This is an optimization exercise on Yosys and OpenROAD, whose aim is a short achievable clock period and few clock cycles, not a production implementation. The RTL was checked by simulation tests, not by an equivalence proof against the original design. No driver is modelled on the clock port, so clock power and skew are understated where the tree is cut down; a real chip needs a root buffer or a tree. No activity file was given, so power comes from the tool's default toggle rates.

== before ==
==> flow/design.v (excerpt) <==
module top (
    input logic clk,
    input logic reset,
    output logic [4:0] curr_inst_addr,
    input logic [15:0] curr_inst,
    output logic write_enable_dmem,
    output logic [3:0] write_addr_dmem,
    output logic [7:0] write_data_dmem,
    output logic halted
);
  logic [7:0] rf[16];
  logic [7:0] dm[16];
  logic [4:0] pc;
  logic [4:0] pc_o;   
  logic halted_r;
  logic [31:0] bp_t;
  logic bp_cur;   
  logic d_v, d_st, d_add, d_br, d_halt, d_wr, d_imm, d_pred;
  logic [7:0] d_k8;
  logic [3:0] d_dst, d_sta;
  logic [15:0] d_rb;
  logic d_dm_r, d_dm_s;   
  logic d_rep;   
  logic [4:0] d_pc1, d_tgt, d_pc;
  logic [15:0] d_ra;
  logic d_ra_r, d_rb_r, d_st_r;
  logic d_ra_s, d_ra_l, d_ra_w;
  logic d_rb_s, d_rb_l, d_rb_w;
  logic d_st_s, d_st_l, d_st_w, d_st_k;
  logic ex_wr, ex_add, ex_br, ex_halt, ex_pred;
  logic [3:0] ex_dst;
  logic [15:0] ex_we;   
  logic [7:0] ex_a, ex_b, ex_l;
  logic [7:0] ex_ne;   
  logic [4:0] ex_alt;   
  logic [31:0] ex_bpc;   
  logic bu_v, bu_t;
  logic [31:0] bu_a;
  logic w_v;
  logic [15:0] w_we;
  logic [7:0] w_d;
  logic st_v;
  logic [3:0] st_a;
  logic [7:0] st_d;
  logic st_v_o;   
  logic [7:0] st_d_o;
  logic [15:0] st_we;   
  assign curr_inst_addr = pc_o;
  assign write_enable_dmem = st_v_o;
  assign write_addr_dmem = st_a;
  assign write_data_dmem = st_d_o;
  assign halted = halted_r;
  logic [7:0] sum, res;
  logic taken;
  add8 add (
      .a(ex_a),
      .b(ex_b),
      .s(sum)
  );
  mux2 #(8) res_mux (
      .d0(ex_l),
      .d1(sum),
      .s (ex_add),
      .y (res)
  );
  logic mispredict;
  brres cmp (
      .ne(ex_ne),
      .br(ex_br),
      .pred(ex_pred),
      .reset(reset),
      .taken(taken),
      .mispredict(mispredict)
  );
  logic [7:0] rfa, rfb, a_e, b_e, s_e, a_n, b_n, s_n, dmb;
  always_comb begin
    rfa = 8'd0;
    rfb = 8'd0;
    dmb = 8'd0;
    for (int j = 0; j < 16; j++) begin
      rfa = rfa | (rf[j] & {8{d_ra[j]}});
      rfb = rfb | (rf[j] & {8{d_rb[j]}});
      dmb = dmb | (dm[j] & {8{d_rb[j]}});
    end
  ...
clock: 4.2 ns
lec_check: 0
cap_margin: 20
core_margin: 2
core_utilization: 40
setup_slack_margin: 2.7
slew_margin: 20
synth_hierarchical: 1
synth_minimum_keep_size: 0
standard.sh (not shown) runs the stock make flow with config.mk's settings and CLKGATE_MAP_FILE= SYNTH_SCRIPT=/design/flow/synth_recipe.tcl, a recipe that flattens the netlist after the stock synthesis.
==> flow/flow/run.sh <==
#!/bin/bash
# Own flow: the standard layout (standard.sh) with two changes:
#  - the clock tree is built by flow/pre_cts.tcl (a two-level balanced tree,
#    see flow/mycts.tcl) instead of TritonCTS;
#  - the cells in flow/dont_use.txt are kept out of synthesis and timing
#    repair: the platform's own DONT_USE_CELLS list, plus full and half adders,
#    slow 3- and 4-input OR/NOR and AOI/OAI cells, 4-input muxes and delay
#    cells, so that abc and the resizer build the logic from faster cells.
# Every tool's output goes to the ORFS logs under orfs/logs and to standard.log.
set -euo pipefail
export PRE_CTS_TCL="$PWD/flow/pre_cts.tcl"
du="$(tr '\n' ' ' < flow/dont_use.txt)"
sed "s|\"\${@:-finish}\"|DONT_USE_CELLS=\"$du\" \"\${@:-finish}\"|" standard.sh > standard_du.sh
bash standard_du.sh ${FLOW_STANDARD_TARGETS:-} > standard.log 2>&1
Other scripts of this flow, unchanged in this note and not shown: flow/flow/dont_use.txt, flow/flow/mycts.tcl, flow/flow/pre_cts.tcl
Testbench counts of before, summed over its fixed seeds: cycles 24,759.
## Diff of input files: after against before
--- a/flow/design.v
+++ b/flow/design.v
@@ -96,31 +96,22 @@
 );
   assign y = d0 | (d1 & {8{s}});
 endmodule
 module ao21 (
     input  logic a,
     input  logic b,
     input  logic c,
     output logic y
 );
   assign y = a | (b & c);
 endmodule
-module andn #(
-    parameter int WIDTH = 5
-) (
-    input  logic [WIDTH - 1:0] a,
-    input  logic b,
-    output logic [WIDTH - 1:0] y
-);
-  assign y = a & ~{WIDTH{b}};
-endmodule
 `timescale 1ns / 1ps
 module bpsel (
     input logic [31:0] bp,
     input logic [4:0] a,
     output logic y
 );
   logic [31:0] oh;
   always_comb
     for (int j = 0; j < 32; j++) oh[j] = (a == 5'(j));
   assign y = (oh & bp) != 32'd0;
 endmodule
@@ -231,44 +222,42 @@
   logic [7:0] d_k8;
   logic [3:0] d_dst, d_sta;
   logic [15:0] d_rb;
   logic d_dm_r, d_dm_s;   
   logic d_rep;   
   logic [4:0] d_pc1, d_tgt, d_pc;
   logic [15:0] d_ra;
   logic d_ra_r, d_rb_r, d_st_r;
   logic d_ra_s, d_ra_l, d_ra_w;
   logic d_rb_s, d_rb_l, d_rb_w;
   logic d_st_s, d_st_l, d_st_w, d_st_k;
-  logic ex_wr, ex_add, ex_br, ex_halt, ex_pred;
+  logic ex_wr, ex_add, ex_br, ex_halt, ex_pred, ex_bpa;
   logic [3:0] ex_dst;
   logic [15:0] ex_we;   
   logic [7:0] ex_a, ex_b, ex_l;
   logic [7:0] ex_ne;   
   logic [4:0] ex_alt;   
   logic [31:0] ex_bpc;   
   logic bu_v, bu_t;
   logic [31:0] bu_a;
   logic w_v;
   logic [15:0] w_we;
   logic [7:0] w_d;
   logic st_v;
   logic [3:0] st_a;
   logic [7:0] st_d;
-  logic st_v_o;   
-  logic [7:0] st_d_o;
   logic [15:0] st_we;   
   assign curr_inst_addr = pc_o;
-  assign write_enable_dmem = st_v_o;
+  assign write_enable_dmem = st_v;
   assign write_addr_dmem = st_a;
-  assign write_data_dmem = st_d_o;
+  assign write_data_dmem = st_d;
   assign halted = halted_r;
   logic [7:0] sum, res;
   logic taken;
   add8 add (
       .a(ex_a),
       .b(ex_b),
       .s(sum)
   );
   mux2 #(8) res_mux (
       .d0(ex_l),
       .d1(sum),
@@ -308,29 +297,22 @@
       .d0(b_e),
       .d1(sum),
       .s (d_rb_s),
       .y (b_n)
   );
   fwd8 s_mux (
       .d0(s_e),
       .d1(sum),
       .s (d_st_s),
       .y (s_n)
   );
-  logic [7:0] s_n_o;
-  fwd8 s_mux_o (
-      .d0(s_e),
-      .d1(sum),
-      .s (d_st_s),
-      .y (s_n_o)
-  );
   logic [7:0] l_n;
   assign l_n = (dmb & {8{d_dm_r}}) | (st_d & {8{d_dm_s}}) | (d_k8 & {8{d_imm}});
   logic is_st, is_ld, is_add, is_br, is_halt, f_wr;
   logic [3:0] dst, sta;
   logic [15:0] ra_oh, rb_oh;
   logic ra_r, rb_r, st_r;
   logic ra_s, ra_l, ra_w, rb_s, rb_l, rb_w, st_s, st_l, st_w, st_k, fwm, rep;
   fctl fc (
       .inst(curr_inst),
       .reset(reset),
       .d_v(d_v),
@@ -407,41 +389,34 @@
   );
   logic [4:0] pc_od;
   mux2 #(5) pc_mux_o (
       .d0(pc_f),
       .d1(ex_alt),
       .s (mispredict),
       .y (pc_od)
   );
   logic seq_ok;
   assign seq_ok = !mispredict && !take && !reset && !replay;
   ao21 bp_ao (
-      .a(mispredict || (replay && !reset && d_pred)),
+      .a((mispredict && ex_bpa) || (replay && !reset && d_pred)),
       .b(seq_ok),
       .c(bp_seq),
       .y(bp_d)
   );
-  logic st_v_od;
-  andn #(1) st_v_gate (
-      .a(!reset && d_v && d_st && !replay),
-      .b(mispredict),
-      .y(st_v_od)
-  );
   logic f_ok, d_ok;
   assign f_ok = !halted_r && !(d_v && d_halt) && !ex_halt && !mispredict && !replay;
   assign d_ok = d_v && !mispredict && !replay;
   logic [4:0] pc1;
   assign pc1 = pc + 5'd1;
   always_ff @(posedge clk) begin
     pc <= pc_d;
-    st_v_o <= st_v_od;
     pc_o <= pc_od;
     bp_cur <= bp_d;
     halted_r <= halted_d;
     if (reset) begin
       r0cap <= cap;
       d_v <= cap;
       ex_wr <= 1'b0;
       ex_br <= 1'b0;
       ex_halt <= 1'b0;
       bu_v <= 1'b0;
       w_v <= 1'b0;
@@ -487,27 +462,27 @@
   end
   always_ff @(posedge clk) begin
     ex_add <= d_add;
     ex_dst <= d_dst;
     ex_we <= 16'd1 << d_dst;
     ex_a <= a_n;
     ex_b <= b_n;
     ex_ne <= a_e ^ b_e;
     ex_l <= l_n;
     ex_pred <= d_pred;
     ex_alt <= d_pred ? d_pc1 : d_tgt;
+    ex_bpa <= d_pred ? bp_t[d_pc1] : bp_t[d_tgt];
     ex_bpc <= 32'd1 << d_pc;
     st_a <= d_sta;
     st_we <= 16'd1 << d_sta;
     st_d <= s_n;
-    st_d_o <= s_n_o;
   end
   always_ff @(posedge clk) begin
     bu_t <= taken;
     bu_a <= ex_bpc;
     w_we <= ex_we;
     w_d <= res;
   end
   always_ff @(posedge clk)
     for (int i = 0; i < 16; i++)
       if (reset) rf[i] <= 8'd0;
       else if (w_v && w_we[i]) rf[i] <= w_d;
Notes after the runs:
- The mux contribution to synthesized area in after was higher than what before gave.
- after ended with less register bit total from synthesis than before.
- Relative to before, after degrades routed wire length.
- Diff before -> after | fmax | down slightly
- Compared with before, number of combinational gates with multiple inputs in after increased slightly.
- Total power after layout: after worse than before
- In after the area growth from synthesis to layout turned out 1.1 points higher than in before.
Testbench counts of after, summed over its fixed seeds: cycles 24,759.
No run of this note takes its clock network from TritonCTS; it comes from the design's own scripts or RTL.

## what the ideal ports hide
How much do the figures lean on ideal ports? The routed layouts below were timed once more, with nothing changed but the port constraints.
Step 1 sets driving cells, clkbuf_16 on the clock port and buf_2 on the other inputs (assumed; they add their load-dependent delay and slew).
Step 2, shift: input delay + t, output delay - t, t = (earliest + latest rising clock arrival at the registers) / 2. This alone moves slack from input paths to output paths.
a / b / c = no drivers / after step 1 / after step 2; a / b = the first two.
run	t, ns	slack for setup (ns)	latest minus earliest clock arrival (ns)	cell pins on the clock port's net
before	0.485	2.444 / 2.357 / 1.872	0.045 / 0.044	4
after	0.486	2.439 / 2.307 / 2.089	0.046 / 0.045	4
After both steps setup and hold are still met in every run listed. For before, which loses most, drivers alone change the setup slack by -0.087 ns; drivers and shift together by -0.572 ns.
